Context: an optimization exercise on an open-source flow, tuned for small area and a short achievable clock period. The choices shown serve that exercise and are no tape-out recipe.
The RTL was checked by simulation tests, not by an equivalence proof against the original design.
The clock input has no modelled driver; a real chip could not lean on it and would need a root buffer or a full tree.
Power is estimated from default activity; no workload was simulated.

==> flow/design.v (outline; a module is shown in full before it is edited, if it fits) <==
// module MBF: 987 lines
// module MBF_fa: 6 lines
// module MBF_dl_a22o: 5 lines
// module MBF_dl_o22a: 5 lines
// module MBF_dl_a2bb2o: 5 lines
// module MBF_dl_o2bb2a: 5 lines
// module MBF_ha: 6 lines
module MBF(clk, reset, x_valid, x_in, y_valid, z_valid, y, z);
  // ...
==> flow/flow/run.sh <==
#!/bin/bash
set -e
here=$(cd "$(dirname "$0")" && pwd)
export BUFFER_PORTS_ARGS="-buffer_cell sky130_fd_sc_hd__buf_2"
export POST_SYNTH_TCL="$here/post_synth.tcl"
export CTS_ARGS="-sink_clustering_enable -repair_clock_nets -dont_use_dummy_load -sink_clustering_size 32 -sink_clustering_max_diameter 100 -sink_clustering_buffer sky130_fd_sc_hd__clkbuf_16"
export POST_CTS_TCL="$here/post_cts.tcl"
bash standard.sh > standard.log 2>&1
==> flow/flow/post_cts.tcl <==
set block [ord::get_db_block]
foreach inst [$block getInsts] {
  if {[$inst getName] ne "clkbuf_0_clk"} { continue }
  set in_net [[$inst findITerm A] getNet]
  set out_net [[$inst findITerm X] getNet]
  set loads {}
  foreach it [$out_net getITerms] {
    if {[$it getInst] ne $inst} { lappend loads $it }
  }
  if {[llength $loads] > 4} {
    puts "post_cts: root buffer drives [llength $loads] loads, kept"
    break
  }
  foreach it $loads {
    $it disconnect
    $it connect $in_net
  }
  [$inst findITerm A] disconnect
  [$inst findITerm X] disconnect
  odb::dbInst_destroy $inst
  odb::dbNet_destroy $out_net
  puts "post_cts: removed root buffer, clock port drives [llength $loads] buffers"
}
estimate_parasitics -placement
report_clock_min_period

# Output-side drive: the flip-flops that drive output ports get drive
# strength 2 and the output port buffers buf_4.
foreach inst [$block getInsts] {
  set name [$inst getName]
  set m [[$inst getMaster] getName]
  if {$m eq "sky130_fd_sc_hd__dfxtp_1" && [regexp {^(y_r|z_r|v3)} $name]} {
    $inst swapMaster [[ord::get_db] findMaster sky130_fd_sc_hd__dfxtp_2]
  }
  if {$m eq "sky130_fd_sc_hd__buf_2" && [regexp {^output} $name]} {
    $inst swapMaster [[ord::get_db] findMaster sky130_fd_sc_hd__buf_4]
  }
}
detailed_placement
estimate_parasitics -placement
==> flow/flow/post_synth.tcl <==
# The delay line's polarity-flipping next-state cells come out of ABC at drive
# strength 2; they drive one flip-flop each and are far from critical.
foreach inst [get_cells *] {
  set m [get_property $inst ref_name]
  if {$m eq "sky130_fd_sc_hd__o2bb2ai_2"} {
    replace_cell $inst sky130_fd_sc_hd__o2bb2ai_1
  } elseif {$m eq "sky130_fd_sc_hd__a2bb2oi_2"} {
    replace_cell $inst sky130_fd_sc_hd__a2bb2oi_1
  }
}
==> flow/standard.sh <==
#!/bin/bash
# synth_recipe.tcl (not shown) runs the flow's synth.tcl, then flattens the netlist and writes it again
# the make line also repeats each setting of config.mk as NAME=value (left out here)
make -C /OpenROAD-flow-scripts/flow DESIGN_CONFIG=/design/flow/config.mk WORK_HOME=/design/flow/orfs CLKGATE_MAP_FILE= SYNTH_SCRIPT=/design/flow/synth_recipe.tcl "${@:-finish}"
==> flow/config.mk <==
export PLATFORM = sky130hd
export DESIGN_NAME = MBF
export DESIGN_NICKNAME = MBF
export VERILOG_FILES = /design/flow/design.v
export SDC_FILE = /design/flow/constraint.sdc
export NUM_CORES = 4
export LEC_CHECK = 0
export CAP_MARGIN = 20
export CORE_MARGIN = 2
export CORE_UTILIZATION = 65
export SLEW_MARGIN = 20
export SYNTH_HIERARCHICAL = 1
==> flow/constraint.sdc <==
create_clock -name core_clock -period 12.0 [get_ports {clk}]
set_input_delay 2.4000 -clock core_clock [delete_from_list [all_inputs] [get_ports {clk}]]
set_output_delay 2.4000 -clock core_clock [all_outputs]
set_load 0.01 [all_outputs]
==> out/qor.json, run 1 <==
{
  "layout_filler_cell_count": {"value": 1138},
  "timing.final.max_slew_violations": {"value": 0},
  "worstPathRequired": {"value": 9600, "unit": "ps"},
  "globalRoute.totalOverflow": {"value": 0},
  "tap_cells": {"value": 216},
  "detail_route_met2_wl": {"value": 9.37, "unit": "mm"},
  "postSynthNetCount": {"value": 1002},
  "hold_path.class": {"value": "flip-flop to flip-flop"},
  "antenna_found_initial": {"value": 0},
  "cts.reportedPaths.clkPinSlew": {"value": 110, "unit": "ps"},
  "switching_power": {"value": 727, "unit": "uW"},
  "route.antenna.remaining_nets": {"value": 0},
  "power.sequential.fraction": {"value": 0.398},
  "nNonClkInverters": {"value": 84},
  "critPathCaptureType": {"value": "output port"},
  "portBuffers": {"value": 28},
  "drt_iter0_markers": {"value": 303},
  "layout.cells.most_common": {"value": "fa_1"},
  "layout.buffer.nonclock.area_share": {"value": 0.0182},
  "endpoint_of_the_worst_slack_reg_to_reg_timing_path": {"value": "z_r[7]"},
  "grt_busiest_layer": {"value": "met2"},
  "slew-limit-headroom": {"value": 0.510},
  "netSwitchingFraction": {"value": 0.348},
  "achievable-frequency": {"value": 0.313, "unit": "GHz"},
  "holdCritStartpoint": {"value": "d14[1]"},
  "status": {"value": "timing/DRC/antenna clean"},
  "seqCellArea": {"value": 4250, "unit": "um2"},
  "share_of_the_final_layout_cell_area_in_multi_input_gates": {"value": 0.537},
  "critical_path_slowest_stage_cell": {"value": "dfxtp_2"},
  "vias_cell": {"value": 5.84},
  "pg_clk": {"value": 355, "unit": "uW"},
  "static-leakage-power": {"value": 0.00472, "unit": "uW"},
  "met3_wirelength": {"value": 826, "unit": "um"},
  "dieArea": {"value": 17500, "unit": "um2"},
  "drive_gt1_frac": {"value": 0.0884},
  "drv_cap": {"value": 0},
  "vdd_ir_drop_max": {"value": 0.163, "unit": "mV"},
  "layout.cells.most_common_list": {"value": "fa_1 (191), dfxtp_1 (190), inv_1 (84)"},
  "n_clock_buffer": {"value": 10},
  "ys_warn_count": {"value": 7},
  "num-nonclk-buffers": {"value": 31},
  "netlist_area": {"value": 10700, "unit": "um2"}
}
==> run 2: changes to the inputs <==
--- a/flow/design.v
+++ b/flow/design.v
@@ -313,148 +313,148 @@
 MBF_ha u_es27 (.a(d5[6]), .b(d5[4]), .s(es27), .co(ec28));
 wire es29, ec30;
 MBF_ha u_es29 (.a(x0[3]), .b(d1[1]), .s(es29), .co(ec30));
 wire es31, ec32;
 MBF_fa u_es31 (.a(x0[4]), .b(d1[2]), .c(d3[1]), .s(es31), .co(ec32));
 wire es33, ec34;
 MBF_fa u_es33 (.a(d3[0]), .b(d5[0]), .c(d9[1]), .s(es33), .co(ec34));
 wire es35, ec36;
-MBF_fa u_es35 (.a(es1), .b(d3[2]), .c(d3[1]), .s(es35), .co(ec36));
+MBF_fa u_es35 (.a(d3[2]), .b(d3[1]), .c(d5[1]), .s(es35), .co(ec36));
 wire es37, ec38;
-MBF_fa u_es37 (.a(d5[1]), .b(d9[2]), .c(d9[0]), .s(es37), .co(ec38));
+MBF_fa u_es37 (.a(d9[2]), .b(d9[0]), .c(d11[3]), .s(es37), .co(ec38));
 wire es39, ec40;
-MBF_ha u_es39 (.a(d11[3]), .b(d11[2]), .s(es39), .co(ec40));
+MBF_ha u_es39 (.a(d11[2]), .b(d13[4]), .s(es39), .co(ec40));
 wire es41, ec42;
-MBF_fa u_es41 (.a(ec2), .b(es5), .c(d5[0]), .s(es41), .co(ec42));
+MBF_fa u_es41 (.a(d5[0]), .b(d9[3]), .c(d9[1]), .s(es41), .co(ec42));
 wire es43, ec44;
-MBF_fa u_es43 (.a(d9[3]), .b(d9[1]), .c(d11[4]), .s(es43), .co(ec44));
+MBF_fa u_es43 (.a(d11[4]), .b(d11[3]), .c(d13[5]), .s(es43), .co(ec44));
 wire es45, ec46;
-MBF_fa u_es45 (.a(d11[3]), .b(d13[5]), .c(~es3), .s(es45), .co(ec46));
+MBF_fa u_es45 (.a(ec2), .b(es5), .c(~es3), .s(es45), .co(ec46));
 wire es47, ec48;
-MBF_fa u_es47 (.a(ec4), .b(ec6), .c(es9), .s(es47), .co(ec48));
+MBF_fa u_es47 (.a(d9[2]), .b(d11[5]), .c(d11[4]), .s(es47), .co(ec48));
 wire es49, ec50;
-MBF_fa u_es49 (.a(es11), .b(d9[2]), .c(d11[5]), .s(es49), .co(ec50));
+MBF_fa u_es49 (.a(d13[6]), .b(ec4), .c(es11), .s(es49), .co(ec50));
 wire es51, ec52;
-MBF_fa u_es51 (.a(d11[4]), .b(d13[6]), .c(~es7), .s(es51), .co(ec52));
+MBF_fa u_es51 (.a(ec6), .b(es9), .c(~es7), .s(es51), .co(ec52));
 wire es53, ec54;
-MBF_fa u_es53 (.a(ec8), .b(ec10), .c(ec12), .s(es53), .co(ec54));
+MBF_fa u_es53 (.a(d11[6]), .b(d11[5]), .c(d13[7]), .s(es53), .co(ec54));
 wire es55, ec56;
-MBF_fa u_es55 (.a(es15), .b(es17), .c(d11[6]), .s(es55), .co(ec56));
+MBF_fa u_es55 (.a(ec8), .b(ec12), .c(ec10), .s(es55), .co(ec56));
 wire es57, ec58;
-MBF_fa u_es57 (.a(d11[5]), .b(d13[7]), .c(~es13), .s(es57), .co(ec58));
+MBF_fa u_es57 (.a(es15), .b(es17), .c(~es13), .s(es57), .co(ec58));
 wire es59, ec60;
-MBF_fa u_es59 (.a(ec14), .b(ec16), .c(ec18), .s(es59), .co(ec60));
+MBF_fa u_es59 (.a(d9[4]), .b(d11[7]), .c(d11[6]), .s(es59), .co(ec60));
 wire es61, ec62;
-MBF_fa u_es61 (.a(es21), .b(es23), .c(d9[4]), .s(es61), .co(ec62));
+MBF_fa u_es61 (.a(ec14), .b(es23), .c(ec16), .s(es61), .co(ec62));
 wire es63, ec64;
-MBF_fa u_es63 (.a(d11[7]), .b(d11[6]), .c(~es19), .s(es63), .co(ec64));
+MBF_fa u_es63 (.a(ec18), .b(es21), .c(~es19), .s(es63), .co(ec64));
 wire es65, ec66;
-MBF_fa u_es65 (.a(ec20), .b(ec22), .c(ec24), .s(es65), .co(ec66));
+MBF_fa u_es65 (.a(d7[2]), .b(d9[7]), .c(d9[5]), .s(es65), .co(ec66));
 wire es67, ec68;
-MBF_fa u_es67 (.a(es27), .b(d7[2]), .c(d9[7]), .s(es67), .co(ec68));
+MBF_fa u_es67 (.a(d11[7]), .b(ec20), .c(ec24), .s(es67), .co(ec68));
 wire es69, ec70;
-MBF_fa u_es69 (.a(d9[5]), .b(d11[7]), .c(~es25), .s(es69), .co(ec70));
+MBF_fa u_es69 (.a(es27), .b(ec22), .c(~es25), .s(es69), .co(ec70));
 wire es71, ec72;
-assign es71 = ec26 ^ ec28;
-assign ec72 = ec26 | ec28;
+assign es71 = d3[7] ^ d5[7];
+assign ec72 = d3[7] | d5[7];
 wire es73, ec74;
-MBF_fa u_es73 (.a(d3[7]), .b(d5[7]), .c(d5[5]), .s(es73), .co(ec74));
+MBF_fa u_es73 (.a(d5[5]), .b(d7[3]), .c(d9[6]), .s(es73), .co(ec74));
 wire es75, ec76;
-MBF_ha u_es75 (.a(d7[3]), .b(d9[6]), .s(es75), .co(ec76));
+MBF_ha u_es75 (.a(ec26), .b(ec28), .s(es75), .co(ec76));
 wire es77, ec78;
-MBF_fa u_es77 (.a(es29), .b(d3[0]), .c(d9[0]), .s(es77), .co(ec78));
+MBF_fa u_es77 (.a(d3[0]), .b(d9[0]), .c(d11[1]), .s(es77), .co(ec78));
 wire es79, ec80;
-MBF_ha u_es79 (.a(d11[1]), .b(d11[0]), .s(es79), .co(ec80));
+MBF_ha u_es79 (.a(d11[0]), .b(d13[2]), .s(es79), .co(ec80));
 wire es81, ec82;
-MBF_fa u_es81 (.a(ec30), .b(es31), .c(es33), .s(es81), .co(ec82));
+MBF_fa u_es81 (.a(d11[2]), .b(d11[1]), .c(d13[3]), .s(es81), .co(ec82));
 wire es83, ec84;
-MBF_fa u_es83 (.a(d11[2]), .b(d11[1]), .c(d13[3]), .s(es83), .co(ec84));
+MBF_fa u_es83 (.a(ec30), .b(es31), .c(es33), .s(es83), .co(ec84));
 wire es85, ec86;
-MBF_fa u_es85 (.a(ec32), .b(ec34), .c(es35), .s(es85), .co(ec86));
+MBF_fa u_es85 (.a(es39), .b(es1), .c(ec32), .s(es85), .co(ec86));
 wire es87, ec88;
-MBF_fa u_es87 (.a(es37), .b(es39), .c(d13[4]), .s(es87), .co(ec88));
+MBF_fa u_es87 (.a(ec34), .b(es35), .c(es37), .s(es87), .co(ec88));
 wire es89, ec90;
-MBF_fa u_es89 (.a(ec36), .b(ec38), .c(ec40), .s(es89), .co(ec90));
+MBF_fa u_es89 (.a(ec40), .b(ec36), .c(ec38), .s(es89), .co(ec90));
 wire es91, ec92;
 MBF_fa u_es91 (.a(es41), .b(es43), .c(es45), .s(es91), .co(ec92));
 wire es93, ec94;
-MBF_fa u_es93 (.a(ec42), .b(ec44), .c(ec46), .s(es93), .co(ec94));
+MBF_fa u_es93 (.a(ec42), .b(ec44), .c(es47), .s(es93), .co(ec94));
 wire es95, ec96;
-MBF_fa u_es95 (.a(es47), .b(es49), .c(es51), .s(es95), .co(ec96));
+MBF_fa u_es95 (.a(es49), .b(ec46), .c(es51), .s(es95), .co(ec96));
 wire es97, ec98;
-MBF_fa u_es97 (.a(ec48), .b(ec50), .c(ec52), .s(es97), .co(ec98));
+MBF_fa u_es97 (.a(ec48), .b(es53), .c(ec50), .s(es97), .co(ec98));
 wire es99, ec100;
-MBF_fa u_es99 (.a(es53), .b(es55), .c(es57), .s(es99), .co(ec100));
+MBF_fa u_es99 (.a(ec52), .b(es55), .c(es57), .s(es99), .co(ec100));
 wire es101, ec102;
-MBF_fa u_es101 (.a(ec54), .b(ec56), .c(ec58), .s(es101), .co(ec102));
+MBF_fa u_es101 (.a(ec54), .b(es59), .c(ec56), .s(es101), .co(ec102));
 wire es103, ec104;
-MBF_fa u_es103 (.a(es59), .b(es61), .c(es63), .s(es103), .co(ec104));
+MBF_fa u_es103 (.a(ec58), .b(es61), .c(es63), .s(es103), .co(ec104));
 wire es105, ec106;
-MBF_fa u_es105 (.a(ec60), .b(ec62), .c(ec64), .s(es105), .co(ec106));
+MBF_fa u_es105 (.a(ec60), .b(es65), .c(es67), .s(es105), .co(ec106));
 wire es107, ec108;
-MBF_fa u_es107 (.a(es65), .b(es67), .c(es69), .s(es107), .co(ec108));
+MBF_fa u_es107 (.a(ec62), .b(ec64), .c(es69), .s(es107), .co(ec108));
 wire es109, ec110;
-MBF_fa u_es109 (.a(ec66), .b(ec68), .c(ec70), .s(es109), .co(ec110));
+MBF_fa u_es109 (.a(ec66), .b(es73), .c(es75), .s(es109), .co(ec110));
 wire es111, ec112;
-MBF_fa u_es111 (.a(es73), .b(es75), .c(~es71), .s(es111), .co(ec112));
+MBF_fa u_es111 (.a(ec68), .b(ec70), .c(~es71), .s(es111), .co(ec112));
 wire es113, ec114;
-MBF_fa u_es113 (.a(ec72), .b(ec74), .c(ec76), .s(es113), .co(ec114));
+MBF_fa u_es113 (.a(d5[6]), .b(d7[4]), .c(d9[7]), .s(es113), .co(ec114));
 wire es115, ec116;
-MBF_fa u_es115 (.a(d5[6]), .b(d7[4]), .c(d9[7]), .s(es115), .co(ec116));
+MBF_fa u_es115 (.a(ec72), .b(ec74), .c(ec76), .s(es115), .co(ec116));
 wire es117, ec118;
 MBF_ha u_es117 (.a(d1[0]), .b(d11[0]), .s(es117), .co(ec118));
 wire es119, ec120;
-MBF_fa u_es119 (.a(x0[2]), .b(es77), .c(es79), .s(es119), .co(ec120));
+MBF_fa u_es119 (.a(x0[2]), .b(es79), .c(es29), .s(es119), .co(ec120));
 wire es121, ec122;
-MBF_fa u_es121 (.a(ec78), .b(ec80), .c(es81), .s(es121), .co(ec122));
+MBF_fa u_es121 (.a(ec80), .b(ec78), .c(es81), .s(es121), .co(ec122));
 wire es123, ec124;
 MBF_fa u_es123 (.a(ec82), .b(ec84), .c(es85), .s(es123), .co(ec124));
 wire es125, ec126;
 MBF_fa u_es125 (.a(ec86), .b(ec88), .c(es89), .s(es125), .co(ec126));
 wire es127, ec128;
-MBF_fa u_es127 (.a(ec90), .b(ec92), .c(es93), .s(es127), .co(ec128));
+MBF_fa u_es127 (.a(ec90), .b(es93), .c(ec92), .s(es127), .co(ec128));
 wire es129, ec130;
-MBF_fa u_es129 (.a(ec94), .b(ec96), .c(es97), .s(es129), .co(ec130));
+MBF_fa u_es129 (.a(ec94), .b(es97), .c(ec96), .s(es129), .co(ec130));
 wire es131, ec132;
-MBF_fa u_es131 (.a(ec98), .b(ec100), .c(es101), .s(es131), .co(ec132));
+MBF_fa u_es131 (.a(ec98), .b(es101), .c(ec100), .s(es131), .co(ec132));
 wire es133, ec134;
-MBF_fa u_es133 (.a(ec102), .b(ec104), .c(es105), .s(es133), .co(ec134));
+MBF_fa u_es133 (.a(ec102), .b(es105), .c(ec104), .s(es133), .co(ec134));
 wire es135, ec136;
-MBF_fa u_es135 (.a(ec106), .b(ec108), .c(es109), .s(es135), .co(ec136));
+MBF_fa u_es135 (.a(es109), .b(ec106), .c(ec108), .s(es135), .co(ec136));
 wire es137, ec138;
-MBF_fa u_es137 (.a(ec110), .b(ec112), .c(es113), .s(es137), .co(ec138));
+MBF_fa u_es137 (.a(es113), .b(ec110), .c(es115), .s(es137), .co(ec138));
 wire es139, ec140;
-MBF_fa u_es139 (.a(ec114), .b(ec116), .c(d7[5]), .s(es139), .co(ec140));
+MBF_fa u_es139 (.a(d7[5]), .b(ec114), .c(ec116), .s(es139), .co(ec140));
 wire es141, ec142;
-MBF_ha u_es141 (.a(es117), .b(d13[1]), .s(es141), .co(ec142));
+MBF_ha u_es141 (.a(d13[1]), .b(es117), .s(es141), .co(ec142));
 wire es143, ec144;
-MBF_fa u_es143 (.a(ec118), .b(es119), .c(d13[2]), .s(es143), .co(ec144));
+MBF_fa u_es143 (.a(ec118), .b(es77), .c(es119), .s(es143), .co(ec144));
 wire es145, ec146;
 MBF_fa u_es145 (.a(ec120), .b(es121), .c(es83), .s(es145), .co(ec146));
 wire es147, ec148;
-MBF_fa u_es147 (.a(ec122), .b(es123), .c(es87), .s(es147), .co(ec148));
+MBF_fa u_es147 (.a(ec122), .b(es87), .c(es123), .s(es147), .co(ec148));
 wire es149, ec150;
 MBF_fa u_es149 (.a(ec124), .b(es125), .c(es91), .s(es149), .co(ec150));
 wire es151, ec152;
-MBF_fa u_es151 (.a(ec126), .b(es127), .c(es95), .s(es151), .co(ec152));
+MBF_fa u_es151 (.a(ec126), .b(es95), .c(es127), .s(es151), .co(ec152));
 wire es153, ec154;
-MBF_fa u_es153 (.a(ec128), .b(es129), .c(es99), .s(es153), .co(ec154));
+MBF_fa u_es153 (.a(es99), .b(ec128), .c(es129), .s(es153), .co(ec154));
 wire es155, ec156;
-MBF_fa u_es155 (.a(ec130), .b(es131), .c(es103), .s(es155), .co(ec156));
+MBF_fa u_es155 (.a(es103), .b(ec130), .c(es131), .s(es155), .co(ec156));
 wire es157, ec158;
-MBF_fa u_es157 (.a(ec132), .b(es133), .c(es107), .s(es157), .co(ec158));
+MBF_fa u_es157 (.a(es107), .b(ec132), .c(es133), .s(es157), .co(ec158));
 wire es159, ec160;
-MBF_fa u_es159 (.a(ec134), .b(es135), .c(es111), .s(es159), .co(ec160));
+MBF_fa u_es159 (.a(es111), .b(ec134), .c(es135), .s(es159), .co(ec160));
 wire es161, ec162;
-MBF_fa u_es161 (.a(ec136), .b(es137), .c(es115), .s(es161), .co(ec162));
+MBF_fa u_es161 (.a(ec112), .b(es137), .c(ec136), .s(es161), .co(ec162));
 wire es163, ec164;
 MBF_fa u_es163 (.a(ec138), .b(es139), .c(~d5[7]), .s(es163), .co(ec164));
 wire es165, ec166;
-MBF_fa u_es165 (.a(ec140), .b(d5[7]), .c(d7[6]), .s(es165), .co(ec166));
+MBF_fa u_es165 (.a(d5[7]), .b(d7[6]), .c(ec140), .s(es165), .co(ec166));
 wire os167, oc168;
 MBF_ha u_os167 (.a(d0[4]), .b(d2[3]), .s(os167), .co(oc168));
 wire os169, oc170;
 assign os169 = d0[5] ^ d2[4];
 assign oc170 = d0[5] | d2[4];
 wire os171, oc172;
 MBF_fa u_os171 (.a(d2[3]), .b(d4[3]), .c(d4[1]), .s(os171), .co(oc172));
 wire os173, oc174;
@@ -484,146 +484,146 @@
 MBF_ha u_os193 (.a(d4[5]), .b(d6[2]), .s(os193), .co(oc194));
 wire os195, oc196;
 MBF_ha u_os195 (.a(d0[2]), .b(d2[1]), .s(os195), .co(oc196));
 wire os197, oc198;
 MBF_fa u_os197 (.a(d0[3]), .b(d2[2]), .c(d2[1]), .s(os197), .co(oc198));
 wire os199, oc200;
 MBF_fa u_os199 (.a(d4[1]), .b(d8[0]), .c(d10[1]), .s(os199), .co(oc200));
 wire os201, oc202;
-MBF_fa u_os201 (.a(os167), .b(d2[2]), .c(d4[2]), .s(os201), .co(oc202));
+MBF_fa u_os201 (.a(d2[2]), .b(d4[2]), .c(d4[0]), .s(os201), .co(oc202));
 wire os203, oc204;
-MBF_fa u_os203 (.a(d4[0]), .b(d8[1]), .c(d10[2]), .s(os203), .co(oc204));
+MBF_fa u_os203 (.a(d8[1]), .b(d10[2]), .c(d10[1]), .s(os203), .co(oc204));
 wire os205, oc206;
-MBF_ha u_os205 (.a(d10[1]), .b(d12[3]), .s(os205), .co(oc206));
+MBF_ha u_os205 (.a(d12[3]), .b(d14[5]), .s(os205), .co(oc206));
 wire os207, oc208;
-MBF_fa u_os207 (.a(oc168), .b(os171), .c(d8[2]), .s(os207), .co(oc208));
+MBF_fa u_os207 (.a(d8[2]), .b(d8[0]), .c(d10[3]), .s(os207), .co(oc208));
 wire os209, oc210;
-MBF_fa u_os209 (.a(d8[0]), .b(d10[3]), .c(d10[2]), .s(os209), .co(oc210));
+MBF_fa u_os209 (.a(d10[2]), .b(d12[4]), .c(d14[6]), .s(os209), .co(oc210));
 wire os211, oc212;
-MBF_fa u_os211 (.a(d12[4]), .b(d14[6]), .c(~os169), .s(os211), .co(oc212));
+MBF_fa u_os211 (.a(oc168), .b(os171), .c(~os169), .s(os211), .co(oc212));
 wire os213, oc214;
-MBF_fa u_os213 (.a(oc170), .b(oc172), .c(os175), .s(os213), .co(oc214));
+MBF_fa u_os213 (.a(d10[4]), .b(d10[3]), .c(d12[5]), .s(os213), .co(oc214));
 wire os215, oc216;
-MBF_fa u_os215 (.a(os177), .b(d10[4]), .c(d10[3]), .s(os215), .co(oc216));
+MBF_fa u_os215 (.a(d14[7]), .b(oc170), .c(os177), .s(os215), .co(oc216));
 wire os217, oc218;
-MBF_fa u_os217 (.a(d12[5]), .b(d14[7]), .c(~os173), .s(os217), .co(oc218));
+MBF_fa u_os217 (.a(oc172), .b(os175), .c(~os173), .s(os217), .co(oc218));
 wire os219, oc220;
-MBF_fa u_os219 (.a(oc174), .b(oc176), .c(oc178), .s(os219), .co(oc220));
+MBF_fa u_os219 (.a(d10[5]), .b(d10[4]), .c(d12[6]), .s(os219), .co(oc220));
 wire os221, oc222;
-MBF_fa u_os221 (.a(os179), .b(os181), .c(os183), .s(os221), .co(oc222));
+MBF_fa u_os221 (.a(oc174), .b(oc178), .c(os183), .s(os221), .co(oc222));
 wire os223, oc224;
-MBF_fa u_os223 (.a(d10[5]), .b(d10[4]), .c(d12[6]), .s(os223), .co(oc224));
+MBF_fa u_os223 (.a(oc176), .b(os179), .c(os181), .s(os223), .co(oc224));
 wire os225, oc226;
-MBF_fa u_os225 (.a(oc180), .b(oc182), .c(oc184), .s(os225), .co(oc226));
+MBF_fa u_os225 (.a(d10[6]), .b(d10[5]), .c(d12[7]), .s(os225), .co(oc226));
 wire os227, oc228;
-MBF_fa u_os227 (.a(os187), .b(os189), .c(d10[6]), .s(os227), .co(oc228));
+MBF_fa u_os227 (.a(oc184), .b(os189), .c(oc180), .s(os227), .co(oc228));
 wire os229, oc230;
-MBF_fa u_os229 (.a(d10[5]), .b(d12[7]), .c(~os185), .s(os229), .co(oc230));
+MBF_fa u_os229 (.a(oc182), .b(os187), .c(~os185), .s(os229), .co(oc230));
 wire os231, oc232;
-MBF_fa u_os231 (.a(oc186), .b(oc188), .c(oc190), .s(os231), .co(oc232));
+MBF_fa u_os231 (.a(d8[6]), .b(d8[4]), .c(d10[7]), .s(os231), .co(oc232));
 wire os233, oc234;
-MBF_fa u_os233 (.a(os193), .b(d8[6]), .c(d8[4]), .s(os233), .co(oc234));
+MBF_fa u_os233 (.a(d10[6]), .b(oc186), .c(oc190), .s(os233), .co(oc234));
 wire os235, oc236;
-MBF_fa u_os235 (.a(d10[7]), .b(d10[6]), .c(~os191), .s(os235), .co(oc236));
+MBF_fa u_os235 (.a(os193), .b(oc188), .c(~os191), .s(os235), .co(oc236));
 wire os237, oc238;
-assign os237 = oc192 ^ oc194;
-assign oc238 = oc192 | oc194;
+assign os237 = d4[6] ^ d6[3];
+assign oc238 = d4[6] | d6[3];
 wire os239, oc240;
-MBF_fa u_os239 (.a(d4[6]), .b(d6[3]), .c(d8[7]), .s(os239), .co(oc240));
+MBF_fa u_os239 (.a(d8[7]), .b(d8[5]), .c(d10[7]), .s(os239), .co(oc240));
 wire os241, oc242;
-MBF_ha u_os241 (.a(d8[5]), .b(d10[7]), .s(os241), .co(oc242));
+MBF_ha u_os241 (.a(oc192), .b(oc194), .s(os241), .co(oc242));
 wire os243, oc244;
-MBF_fa u_os243 (.a(os195), .b(d2[0]), .c(d4[0]), .s(os243), .co(oc244));
+MBF_fa u_os243 (.a(d2[0]), .b(d4[0]), .c(d10[0]), .s(os243), .co(oc244));
 wire os245, oc246;
-MBF_fa u_os245 (.a(oc196), .b(os197), .c(os199), .s(os245), .co(oc246));
+MBF_fa u_os245 (.a(d10[0]), .b(d12[2]), .c(d14[4]), .s(os245), .co(oc246));
 wire os247, oc248;
-MBF_ha u_os247 (.a(d10[0]), .b(d12[2]), .s(os247), .co(oc248));
+MBF_ha u_os247 (.a(oc196), .b(os197), .s(os247), .co(oc248));
 wire os249, oc250;
-MBF_fa u_os249 (.a(oc198), .b(oc200), .c(os201), .s(os249), .co(oc250));
+MBF_fa u_os249 (.a(os205), .b(os167), .c(oc198), .s(os249), .co(oc250));
 wire os251, oc252;
-MBF_fa u_os251 (.a(os203), .b(os205), .c(d14[5]), .s(os251), .co(oc252));
+MBF_fa u_os251 (.a(oc200), .b(os201), .c(os203), .s(os251), .co(oc252));
 wire os253, oc254;
-MBF_fa u_os253 (.a(oc202), .b(oc204), .c(oc206), .s(os253), .co(oc254));
+MBF_fa u_os253 (.a(oc206), .b(oc202), .c(oc204), .s(os253), .co(oc254));
 wire os255, oc256;
 MBF_fa u_os255 (.a(os207), .b(os209), .c(os211), .s(os255), .co(oc256));
 wire os257, oc258;
-MBF_fa u_os257 (.a(oc208), .b(oc210), .c(oc212), .s(os257), .co(oc258));
+MBF_fa u_os257 (.a(oc208), .b(oc210), .c(os213), .s(os257), .co(oc258));
 wire os259, oc260;
-MBF_fa u_os259 (.a(os213), .b(os215), .c(os217), .s(os259), .co(oc260));
+MBF_fa u_os259 (.a(os215), .b(oc212), .c(os217), .s(os259), .co(oc260));
 wire os261, oc262;
-MBF_fa u_os261 (.a(oc214), .b(oc216), .c(oc218), .s(os261), .co(oc262));
+MBF_fa u_os261 (.a(oc214), .b(os219), .c(oc216), .s(os261), .co(oc262));
 wire os263, oc264;
-MBF_fa u_os263 (.a(os219), .b(os221), .c(os223), .s(os263), .co(oc264));
+MBF_fa u_os263 (.a(os221), .b(oc218), .c(os223), .s(os263), .co(oc264));
 wire os265, oc266;
-MBF_fa u_os265 (.a(oc220), .b(oc222), .c(oc224), .s(os265), .co(oc266));
+MBF_fa u_os265 (.a(oc220), .b(os225), .c(oc222), .s(os265), .co(oc266));
 wire os267, oc268;
-MBF_fa u_os267 (.a(os225), .b(os227), .c(os229), .s(os267), .co(oc268));
+MBF_fa u_os267 (.a(oc224), .b(os227), .c(os229), .s(os267), .co(oc268));
 wire os269, oc270;
-MBF_fa u_os269 (.a(oc226), .b(oc228), .c(oc230), .s(os269), .co(oc270));
+MBF_fa u_os269 (.a(oc226), .b(os231), .c(os233), .s(os269), .co(oc270));
 wire os271, oc272;
-MBF_fa u_os271 (.a(os231), .b(os233), .c(os235), .s(os271), .co(oc272));
+MBF_fa u_os271 (.a(oc228), .b(oc230), .c(os235), .s(os271), .co(oc272));
 wire os273, oc274;
-MBF_fa u_os273 (.a(oc232), .b(oc234), .c(oc236), .s(os273), .co(oc274));
+MBF_fa u_os273 (.a(oc232), .b(os239), .c(os241), .s(os273), .co(oc274));
 wire os275, oc276;
-MBF_fa u_os275 (.a(os239), .b(os241), .c(~os237), .s(os275), .co(oc276));
+MBF_fa u_os275 (.a(oc234), .b(oc236), .c(~os237), .s(os275), .co(oc276));
 wire os277, oc278;
-MBF_fa u_os277 (.a(oc238), .b(oc240), .c(oc242), .s(os277), .co(oc278));
+MBF_fa u_os277 (.a(d4[7]), .b(d6[4]), .c(d8[6]), .s(os277), .co(oc278));
 wire os279, oc280;
-MBF_fa u_os279 (.a(d4[7]), .b(d6[4]), .c(d8[6]), .s(os279), .co(oc280));
+MBF_fa u_os279 (.a(oc238), .b(oc240), .c(oc242), .s(os279), .co(oc280));
 wire os281, oc282;
 MBF_ha u_os281 (.a(d0[1]), .b(d2[0]), .s(os281), .co(oc282));
 wire os283, oc284;
-MBF_fa u_os283 (.a(os243), .b(d10[0]), .c(d12[1]), .s(os283), .co(oc284));
+MBF_fa u_os283 (.a(d12[1]), .b(d14[3]), .c(os195), .s(os283), .co(oc284));
 wire os285, oc286;
-MBF_fa u_os285 (.a(oc244), .b(os245), .c(os247), .s(os285), .co(oc286));
+MBF_fa u_os285 (.a(oc244), .b(os245), .c(os199), .s(os285), .co(oc286));
 wire os287, oc288;
 MBF_fa u_os287 (.a(oc246), .b(oc248), .c(os249), .s(os287), .co(oc288));
 wire os289, oc290;
 MBF_fa u_os289 (.a(oc250), .b(oc252), .c(os253), .s(os289), .co(oc290));
 wire os291, oc292;
-MBF_fa u_os291 (.a(oc254), .b(oc256), .c(os257), .s(os291), .co(oc292));
+MBF_fa u_os291 (.a(oc254), .b(os257), .c(oc256), .s(os291), .co(oc292));
 wire os293, oc294;
-MBF_fa u_os293 (.a(oc258), .b(oc260), .c(os261), .s(os293), .co(oc294));
+MBF_fa u_os293 (.a(oc258), .b(os261), .c(oc260), .s(os293), .co(oc294));
 wire os295, oc296;
-MBF_fa u_os295 (.a(oc262), .b(oc264), .c(os265), .s(os295), .co(oc296));
+MBF_fa u_os295 (.a(oc262), .b(os265), .c(oc264), .s(os295), .co(oc296));
 wire os297, oc298;
-MBF_fa u_os297 (.a(oc266), .b(oc268), .c(os269), .s(os297), .co(oc298));
+MBF_fa u_os297 (.a(oc266), .b(os269), .c(oc268), .s(os297), .co(oc298));
 wire os299, oc300;
-MBF_fa u_os299 (.a(oc270), .b(oc272), .c(os273), .s(os299), .co(oc300));
+MBF_fa u_os299 (.a(os273), .b(oc270), .c(oc272), .s(os299), .co(oc300));
 wire os301, oc302;
-MBF_fa u_os301 (.a(oc274), .b(oc276), .c(os277), .s(os301), .co(oc302));
+MBF_fa u_os301 (.a(os277), .b(oc274), .c(os279), .s(os301), .co(oc302));
 wire os303, oc304;
-MBF_fa u_os303 (.a(oc278), .b(oc280), .c(d8[7]), .s(os303), .co(oc304));
+MBF_fa u_os303 (.a(d8[7]), .b(oc278), .c(oc280), .s(os303), .co(oc304));
 wire os305, oc306;
-MBF_fa u_os305 (.a(os281), .b(d12[0]), .c(d14[2]), .s(os305), .co(oc306));
+MBF_fa u_os305 (.a(d12[0]), .b(d14[2]), .c(os281), .s(os305), .co(oc306));
 wire os307, oc308;
-MBF_fa u_os307 (.a(oc282), .b(os283), .c(d14[3]), .s(os307), .co(oc308));
+MBF_fa u_os307 (.a(oc282), .b(os243), .c(os283), .s(os307), .co(oc308));
 wire os309, oc310;
-MBF_fa u_os309 (.a(oc284), .b(os285), .c(d14[4]), .s(os309), .co(oc310));
+MBF_fa u_os309 (.a(oc284), .b(os247), .c(os285), .s(os309), .co(oc310));
 wire os311, oc312;
-MBF_fa u_os311 (.a(oc286), .b(os287), .c(os251), .s(os311), .co(oc312));
+MBF_fa u_os311 (.a(oc286), .b(os251), .c(os287), .s(os311), .co(oc312));
 wire os313, oc314;
 MBF_fa u_os313 (.a(oc288), .b(os289), .c(os255), .s(os313), .co(oc314));
 wire os315, oc316;
-MBF_fa u_os315 (.a(oc290), .b(os291), .c(os259), .s(os315), .co(oc316));
+MBF_fa u_os315 (.a(oc290), .b(os259), .c(os291), .s(os315), .co(oc316));
 wire os317, oc318;
-MBF_fa u_os317 (.a(oc292), .b(os293), .c(os263), .s(os317), .co(oc318));
+MBF_fa u_os317 (.a(os263), .b(oc292), .c(os293), .s(os317), .co(oc318));
 wire os319, oc320;
-MBF_fa u_os319 (.a(oc294), .b(os295), .c(os267), .s(os319), .co(oc320));
+MBF_fa u_os319 (.a(os267), .b(oc294), .c(os295), .s(os319), .co(oc320));
 wire os321, oc322;
-MBF_fa u_os321 (.a(oc296), .b(os297), .c(os271), .s(os321), .co(oc322));
+MBF_fa u_os321 (.a(os271), .b(oc296), .c(os297), .s(os321), .co(oc322));
 wire os323, oc324;
-MBF_fa u_os323 (.a(oc298), .b(os299), .c(os275), .s(os323), .co(oc324));
+MBF_fa u_os323 (.a(os275), .b(oc298), .c(os299), .s(os323), .co(oc324));
 wire os325, oc326;
-MBF_fa u_os325 (.a(oc300), .b(os301), .c(os279), .s(os325), .co(oc326));
+MBF_fa u_os325 (.a(oc276), .b(os301), .c(oc300), .s(os325), .co(oc326));
 wire os327, oc328;
 MBF_fa u_os327 (.a(oc302), .b(os303), .c(~d6[5]), .s(os327), .co(oc328));
 wire os329, oc330;
-MBF_fa u_os329 (.a(oc304), .b(d6[5]), .c(d6[6]), .s(os329), .co(oc330));
+MBF_fa u_os329 (.a(d6[5]), .b(d6[6]), .c(oc304), .s(os329), .co(oc330));
 wire ls331, lc332;
 MBF_ha u_ls331 (.a(pe1_0), .b(pe1_1), .s(ls331), .co(lc332));
 wire ls333, lc334;
 MBF_fa u_ls333 (.a(pe2_0), .b(po2_0), .c(po2_1), .s(ls333), .co(lc334));
 wire ls335, lc336;
 MBF_fa u_ls335 (.a(pe3_0), .b(pe3_1), .c(po3_0), .s(ls335), .co(lc336));
 wire ls337, lc338;
 MBF_fa u_ls337 (.a(pe4_0), .b(pe4_1), .c(po4_0), .s(ls337), .co(lc338));
@@ -645,45 +645,45 @@
 MBF_fa u_ls353 (.a(pe12_0), .b(pe12_1), .c(po12_0), .s(ls353), .co(lc354));
 wire ls355, lc356;
 MBF_fa u_ls355 (.a(pe13_0), .b(pe13_1), .c(po13_0), .s(ls355), .co(lc356));
 wire ls357, lc358;
 MBF_fa u_ls357 (.a(pe14_0), .b(pe14_1), .c(po14_0), .s(ls357), .co(lc358));
 wire ls359, lc360;
 MBF_fa u_ls359 (.a(pe15_0), .b(pe15_1), .c(po15_0), .s(ls359), .co(lc360));
 wire ls361, lc362;
-MBF_ha u_ls361 (.a(ls331), .b(po1_1), .s(ls361), .co(lc362));
+MBF_ha u_ls361 (.a(po1_1), .b(ls331), .s(ls361), .co(lc362));
 wire ls363, lc364;
 MBF_fa u_ls363 (.a(lc332), .b(ls333), .c(~pe2_1), .s(ls363), .co(lc364));
 wire ls365, lc366;
-MBF_fa u_ls365 (.a(lc334), .b(ls335), .c(po3_1), .s(ls365), .co(lc366));
+MBF_fa u_ls365 (.a(po3_1), .b(lc334), .c(ls335), .s(ls365), .co(lc366));
 wire ls367, lc368;
-MBF_fa u_ls367 (.a(lc336), .b(ls337), .c(po4_1), .s(ls367), .co(lc368));
+MBF_fa u_ls367 (.a(po4_1), .b(lc336), .c(ls337), .s(ls367), .co(lc368));
 wire ls369, lc370;
-MBF_fa u_ls369 (.a(lc338), .b(ls339), .c(po5_1), .s(ls369), .co(lc370));
+MBF_fa u_ls369 (.a(po5_1), .b(lc338), .c(ls339), .s(ls369), .co(lc370));
 wire ls371, lc372;
-MBF_fa u_ls371 (.a(lc340), .b(ls341), .c(po6_1), .s(ls371), .co(lc372));
+MBF_fa u_ls371 (.a(po6_1), .b(lc340), .c(ls341), .s(ls371), .co(lc372));
 wire ls373, lc374;
-MBF_fa u_ls373 (.a(lc342), .b(ls343), .c(po7_1), .s(ls373), .co(lc374));
+MBF_fa u_ls373 (.a(po7_1), .b(lc342), .c(ls343), .s(ls373), .co(lc374));
 wire ls375, lc376;
-MBF_fa u_ls375 (.a(lc344), .b(ls345), .c(po8_1), .s(ls375), .co(lc376));
+MBF_fa u_ls375 (.a(po8_1), .b(lc344), .c(ls345), .s(ls375), .co(lc376));
 wire ls377, lc378;
-MBF_fa u_ls377 (.a(lc346), .b(ls347), .c(po9_1), .s(ls377), .co(lc378));
+MBF_fa u_ls377 (.a(po9_1), .b(lc346), .c(ls347), .s(ls377), .co(lc378));
 wire ls379, lc380;
-MBF_fa u_ls379 (.a(lc348), .b(ls349), .c(po10_1), .s(ls379), .co(lc380));
+MBF_fa u_ls379 (.a(po10_1), .b(lc348), .c(ls349), .s(ls379), .co(lc380));
 wire ls381, lc382;
-MBF_fa u_ls381 (.a(lc350), .b(ls351), .c(po11_1), .s(ls381), .co(lc382));
+MBF_fa u_ls381 (.a(po11_1), .b(lc350), .c(ls351), .s(ls381), .co(lc382));
 wire ls383, lc384;
-MBF_fa u_ls383 (.a(lc352), .b(ls353), .c(po12_1), .s(ls383), .co(lc384));
+MBF_fa u_ls383 (.a(po12_1), .b(lc352), .c(ls353), .s(ls383), .co(lc384));
 wire ls385, lc386;
-MBF_fa u_ls385 (.a(lc354), .b(ls355), .c(po13_1), .s(ls385), .co(lc386));
+MBF_fa u_ls385 (.a(po13_1), .b(lc354), .c(ls355), .s(ls385), .co(lc386));
 wire ls387, lc388;
-MBF_fa u_ls387 (.a(lc356), .b(ls357), .c(po14_1), .s(ls387), .co(lc388));
+MBF_fa u_ls387 (.a(po14_1), .b(lc356), .c(ls357), .s(ls387), .co(lc388));
 wire ls389, lc390;
-MBF_fa u_ls389 (.a(lc358), .b(ls359), .c(po15_1), .s(ls389), .co(lc390));
+MBF_fa u_ls389 (.a(po15_1), .b(lc358), .c(ls359), .s(ls389), .co(lc390));
 wire hs391, hc392;
 MBF_ha u_hs391 (.a(pe1_0), .b(pe1_1), .s(hs391), .co(hc392));
 wire hs393, hc394;
 MBF_fa u_hs393 (.a(pe2_0), .b(npo2_0), .c(npo2_1), .s(hs393), .co(hc394));
 wire hs395, hc396;
 MBF_fa u_hs395 (.a(pe3_0), .b(pe3_1), .c(npo3_0), .s(hs395), .co(hc396));
 wire hs397, hc398;
 MBF_fa u_hs397 (.a(pe4_0), .b(pe4_1), .c(npo4_0), .s(hs397), .co(hc398));
@@ -705,45 +705,45 @@
 MBF_fa u_hs413 (.a(pe12_0), .b(pe12_1), .c(npo12_0), .s(hs413), .co(hc414));
 wire hs415, hc416;
 MBF_fa u_hs415 (.a(pe13_0), .b(pe13_1), .c(npo13_0), .s(hs415), .co(hc416));
 wire hs417, hc418;
 MBF_fa u_hs417 (.a(pe14_0), .b(pe14_1), .c(npo14_0), .s(hs417), .co(hc418));
 wire hs419, hc420;
 MBF_fa u_hs419 (.a(pe15_0), .b(pe15_1), .c(npo15_0), .s(hs419), .co(hc420));
 wire hs421, hc422;
-MBF_fa u_hs421 (.a(hs391), .b(npo1_1), .c(~npo1_0), .s(hs421), .co(hc422));
+MBF_fa u_hs421 (.a(npo1_1), .b(hs391), .c(~npo1_0), .s(hs421), .co(hc422));
 wire hs423, hc424;
 MBF_fa u_hs423 (.a(hc392), .b(hs393), .c(~pe2_1), .s(hs423), .co(hc424));
 wire hs425, hc426;
-MBF_fa u_hs425 (.a(hc394), .b(hs395), .c(npo3_1), .s(hs425), .co(hc426));
+MBF_fa u_hs425 (.a(npo3_1), .b(hc394), .c(hs395), .s(hs425), .co(hc426));
 wire hs427, hc428;
-MBF_fa u_hs427 (.a(hc396), .b(hs397), .c(npo4_1), .s(hs427), .co(hc428));
+MBF_fa u_hs427 (.a(npo4_1), .b(hc396), .c(hs397), .s(hs427), .co(hc428));
 wire hs429, hc430;
-MBF_fa u_hs429 (.a(hc398), .b(hs399), .c(npo5_1), .s(hs429), .co(hc430));
+MBF_fa u_hs429 (.a(npo5_1), .b(hc398), .c(hs399), .s(hs429), .co(hc430));
 wire hs431, hc432;
-MBF_fa u_hs431 (.a(hc400), .b(hs401), .c(npo6_1), .s(hs431), .co(hc432));
+MBF_fa u_hs431 (.a(npo6_1), .b(hc400), .c(hs401), .s(hs431), .co(hc432));
 wire hs433, hc434;
-MBF_fa u_hs433 (.a(hc402), .b(hs403), .c(npo7_1), .s(hs433), .co(hc434));
+MBF_fa u_hs433 (.a(npo7_1), .b(hc402), .c(hs403), .s(hs433), .co(hc434));
 wire hs435, hc436;
-MBF_fa u_hs435 (.a(hc404), .b(hs405), .c(npo8_1), .s(hs435), .co(hc436));
+MBF_fa u_hs435 (.a(npo8_1), .b(hc404), .c(hs405), .s(hs435), .co(hc436));
 wire hs437, hc438;
-MBF_fa u_hs437 (.a(hc406), .b(hs407), .c(npo9_1), .s(hs437), .co(hc438));
+MBF_fa u_hs437 (.a(npo9_1), .b(hc406), .c(hs407), .s(hs437), .co(hc438));
 wire hs439, hc440;
-MBF_fa u_hs439 (.a(hc408), .b(hs409), .c(npo10_1), .s(hs439), .co(hc440));
+MBF_fa u_hs439 (.a(npo10_1), .b(hc408), .c(hs409), .s(hs439), .co(hc440));
 wire hs441, hc442;
-MBF_fa u_hs441 (.a(hc410), .b(hs411), .c(npo11_1), .s(hs441), .co(hc442));
+MBF_fa u_hs441 (.a(npo11_1), .b(hc410), .c(hs411), .s(hs441), .co(hc442));
 wire hs443, hc444;
-MBF_fa u_hs443 (.a(hc412), .b(hs413), .c(npo12_1), .s(hs443), .co(hc444));
+MBF_fa u_hs443 (.a(npo12_1), .b(hc412), .c(hs413), .s(hs443), .co(hc444));
 wire hs445, hc446;
-MBF_fa u_hs445 (.a(hc414), .b(hs415), .c(npo13_1), .s(hs445), .co(hc446));
+MBF_fa u_hs445 (.a(npo13_1), .b(hc414), .c(hs415), .s(hs445), .co(hc446));
 wire hs447, hc448;
-MBF_fa u_hs447 (.a(hc416), .b(hs417), .c(npo14_1), .s(hs447), .co(hc448));
+MBF_fa u_hs447 (.a(npo14_1), .b(hc416), .c(hs417), .s(hs447), .co(hc448));
 wire hs449, hc450;
-MBF_fa u_hs449 (.a(hc418), .b(hs419), .c(npo15_1), .s(hs449), .co(hc450));
+MBF_fa u_hs449 (.a(npo15_1), .b(hc418), .c(hs419), .s(hs449), .co(hc450));
 always @(posedge clk) begin
     pe0_0 <= x0[0];
     pe1_0 <= x0[1];
     pe1_1 <= d13[0];
     pe2_0 <= es141;
     pe2_1 <= x0[2];
     pe3_0 <= ec142;
     pe3_1 <= es143;
==> flow/flow/post_cts.tcl (replaced) <==
set block [ord::get_db_block]
foreach inst [$block getInsts] {
  if {[$inst getName] ne "clkbuf_0_clk"} { continue }
  set in_net [[$inst findITerm A] getNet]
  set out_net [[$inst findITerm X] getNet]
  set loads {}
  foreach it [$out_net getITerms] {
    if {[$it getInst] ne $inst} { lappend loads $it }
  }
  if {[llength $loads] > 4} {
    puts "post_cts: root buffer drives [llength $loads] loads, kept"
    break
  }
  foreach it $loads {
    $it disconnect
    $it connect $in_net
  }
  [$inst findITerm A] disconnect
  [$inst findITerm X] disconnect
  odb::dbInst_destroy $inst
  odb::dbNet_destroy $out_net
  puts "post_cts: removed root buffer, clock port drives [llength $loads] buffers"
}
estimate_parasitics -placement
report_clock_min_period
==> run 2 against run 1 <==
Non-clock buffer count fell by 1. Critical path depth did not move. Design area barely moved. Register-to-register slack improved by 120 ps. Synthesized cell count rose by 1.9%. Still clean on timing, DRC and antenna. Highest routed layer unchanged. Total power fell by 7.3%. Die area rose by 0.53%. Cell count rose by 1.7%. Critical path type unchanged. Routed wire length rose by 3.9%. Count of clock-buffer cells in the layout did not move. Synthesized area rose by 0.55%. Sequential share of layout area fell by 0.14 points.
==> out/qor.json, run 2 <==
{
  "p_per_area": {"value": 169, "unit": "nW/um2"},
  "share_comb_of_total_power": {"value": 0.397},
  "worstPathCellList": {"value": "buf_2"},
  "syn_avg_cell_area": {"value": 14.0, "unit": "um2"},
  "layout_filler_cell_count": {"value": 1224, "change": "+7.6%"},
  "layout_min_cycle_time": {"value": 3180, "unit": "ps"},
  "static-leakage-power": {"value": 0.00472, "unit": "uW", "change": "-0.12%"},
  "report.final.setup_viol": {"value": 0},
  "ant_diodes": {"value": 0},
  "grt_pass1_vias": {"value": 6594},
  "grt_max_degree": {"value": 64},
  "worst_ep_arrival_time": {"value": 780, "unit": "ps"},
  "achievable-frequency": {"value": 0.314, "unit": "GHz", "change": "+0.52%"},
  "syn2layout_area_growth": {"value": 6.36, "unit": "%"},
  "holdCritStartpoint": {"value": "x0[1]"},
  "routed_wl": {"value": 21.2, "unit": "mm"},
  "hold_path.class": {"value": "flip-flop to flip-flop"},
  "netSwitchingFraction": {"value": 0.341, "change": "-0.00760"},
  "netlist_area": {"value": 10700, "unit": "um2", "change": "+0.55%"},
  "use_met3": {"value": 0.0421},
  "worst-path-buf-inv": {"value": 1},
  "critical_path.reg2reg.startpoint": {"value": "pe10_0"},
  "floorplan.die.height": {"value": 133, "unit": "um"},
  "grt_usage": {"value": 0.257},
  "dpl.hpwl": {"value": 16.6, "unit": "mm"},
  "critPathCaptureType": {"value": "output port"},
  "layout.cells.most_common_list": {"value": "dfxtp_1 (207), fa_1 (191), inv_1 (84)"},
  "vdd_ir_drop_max": {"value": 0.156, "unit": "mV", "change": "-4.5%"},
  "worst_slew_pin_slew": {"value": 755, "unit": "ps"},
  "routed-via-count": {"value": 6013},
  "worst_clock_skew": {"value": 45.9, "unit": "ps"},
  "wl_per_cell": {"value": 20.7, "unit": "um"},
  "report.final.hold_viol_count": {"value": 0},
  "synth_cells": {"value": 766},
  "drive_gt1_frac": {"value": 0.0658, "change": "-0.0225"},
  "timing.final.crit_share": {"value": 0.265},
  "groute.layer.met2.usage": {"value": 0.411},
  "route.antenna.remaining_nets": {"value": 0, "change": "unchanged"},
  "path_max_fanout": {"value": 1},
  "cts.reportedPaths.clkPinSlew": {"value": 110, "unit": "ps", "change": "about the same"},
  "postSynthNetCount": {"value": 1016, "change": "+1.4%"},
  "total_power": {"value": 1930, "unit": "uW"},
  "grt_busiest_layer": {"value": "met2"},
  "globalRoute.totalOverflow": {"value": 0, "change": "unchanged"},
  "vias_cell": {"value": 5.87, "change": "+0.40%"},
  "timing.final.max_slew_violations": {"value": 0, "change": "unchanged"},
  "gp_congestion": {"value": 0.895},
  "design.core.area": {"value": 16300, "unit": "um2"},
  "critPathKind": {"value": "flip-flop to output port"},
  "globalRouteMet1Util": {"value": 0.385},
  "setup_repair_after_global_routing_missed_its_margin": {"value": "no"},
  "num-nets-final": {"value": 1057},
  "first_pass_iters": {"value": 5},
  "dieWidth": {"value": 133, "unit": "um"},
  "totalNegativeSetupSlack": {"value": 0, "unit": "ps"},
  "start_util": {"value": 0.657},
  "grt_first_pass_wirelength": {"value": 35.3, "unit": "mm"},
  "post-route-drc-count": {"value": 0},
  "portBuffers": {"value": 28, "change": "unchanged"},
  "clkPwrFrac": {"value": 0.184},
  "drt_iter0_markers": {"value": 318, "change": "+5.0%"},
  "worstPathRequired": {"value": 9600, "unit": "ps", "change": "about the same"},
  "worst_setup_path_startpoint": {"value": "y_r[7]"},
  "critical_path_slowest_stage_cell": {"value": "dfxtp_1"},
  "cpLargestDelayFamily": {"value": "flip-flops"},
  "timing.critical_path.slowest_cell_delay": {"value": 330, "unit": "ps"},
  "antenna_found_initial": {"value": 0, "change": "unchanged"},
  "ios": {"value": 29},
  "dieArea": {"value": 17600, "unit": "um2", "change": "+0.53%"},
  "worstSetupStartpointType": {"value": "flip-flop"},
  "status": {"value": "timing/DRC/antenna clean"},
  "switching_power": {"value": 659, "unit": "uW", "change": "-9.3%"},
  "internal_power": {"value": 1280, "unit": "uW"},
  "cts.sinks": {"value": 211},
  "power.sequential.fraction": {"value": 0.419, "change": "+0.021"},
  "clock_latency": {"value": 340, "unit": "ps"},
  "drv_cap": {"value": 0, "change": "unchanged"},
  "placementRows": {"value": 47},
  "layout.cells.most_common": {"value": "dfxtp_1"},
  "slew-limit-headroom": {"value": 0.497, "change": "-0.0138"},
  "ys_warn_count": {"value": 7, "change": "unchanged"}
}
-- run 2: cell count changes in the layout (fill, tap and decap cells not counted), sizes merged, moves of 2 or more --
cell    before  now
o21ai        9    5
nor2        11   18
or2          1    3
nand2b       4    1
o211ai       1    3
xor2         6   11
nand3        0    5
a21o         2    4
a211oi       3    6
-- run 2: final cells by class --
class / count / area (um2) / area share
Timing Repair Buffer: 30 / 155 / 0.0136
Tap cell: 220 / 275 / 0.0241
Sequential cell: 211 / 4230 / 0.371
Clock buffer: 10 / 250 / 0.0219
Multi-Input combinational cell: 470 / 6200 / 0.542
Inverter: 84 / 315 / 0.0276
-- run 2: final timing paths --
| path | slack, ps | cells after the start | endpoint |
|---|---|---|---|
| setup reg to reg | 8930 | 10 | y_r[7] |
| setup / recovery | 8820 | 1 | y[7] |
| hold reg to reg | 330 | 0 | pe1_0 |
| hold / removal | 330 | 0 | pe1_0 |
-- run 2: power groups by stage --
stage          registers [uW]  clock network [uW]  logic (uW)
2_1_floorplan             839                   0         568
3_3_place_gp              826                   0         740
3_5_place_dp              829                   0         767
5_1_grt                   820                 385         871
6_report                  811                 356         767
-- run 2: per-stage QoR --
step	cell area (um2)	hold slack [ps]	instances	setup WS [ps]	util
2_1_floorplan	10700	332	766	9110	-
3_3_place_gp	11200	343	1015	8990	0.683
3_5_place_dp	11200	353	1015	8930	0.684
5_1_grt	11400	332	1025	8740	0.699
6_report	11400	328	1025	8820	0.699
-- run 2: routing by layer --
layer | wire, um | part of all wire
met4 | 385 | 0.018
met5 | 0 | 0
met3 | 1070 | 0.050
met2 | 9940 | 0.47
met1 | 9850 | 0.46

static timing again, ports no longer ideal:
The results above use ideal ports. As a check the final layouts listed here were re-extracted and re-timed, cells and wires unchanged. Step 1 (the two cells are an assumption about what drives the block):
set clk [get_ports {clk}]
set_driving_cell -lib_cell sky130_fd_sc_hd__clkbuf_16 $clk
set_driving_cell -lib_cell sky130_fd_sc_hd__buf_2 [delete_from_list [all_inputs] $clk]
Step 2 times the ports against the registers' clock, not the clock port: input delays grow and output delays shrink by t, the midpoint of the rising clock arrivals with the driver on. a / b / c = ideal ports / drivers / drivers and shift; a / b = the first two.
run | t (ns) | setup slack, ns | worst setup path after step 2 | worst data-port slew with drivers (ns)
run 1 | 0.379 | 8.802 / 8.743 / 8.813 | register to register | 0.03
run 2 | 0.380 | 8.818 / 8.759 / 8.929 | register to register | 0.03
After both steps setup and hold are still met in every run listed.
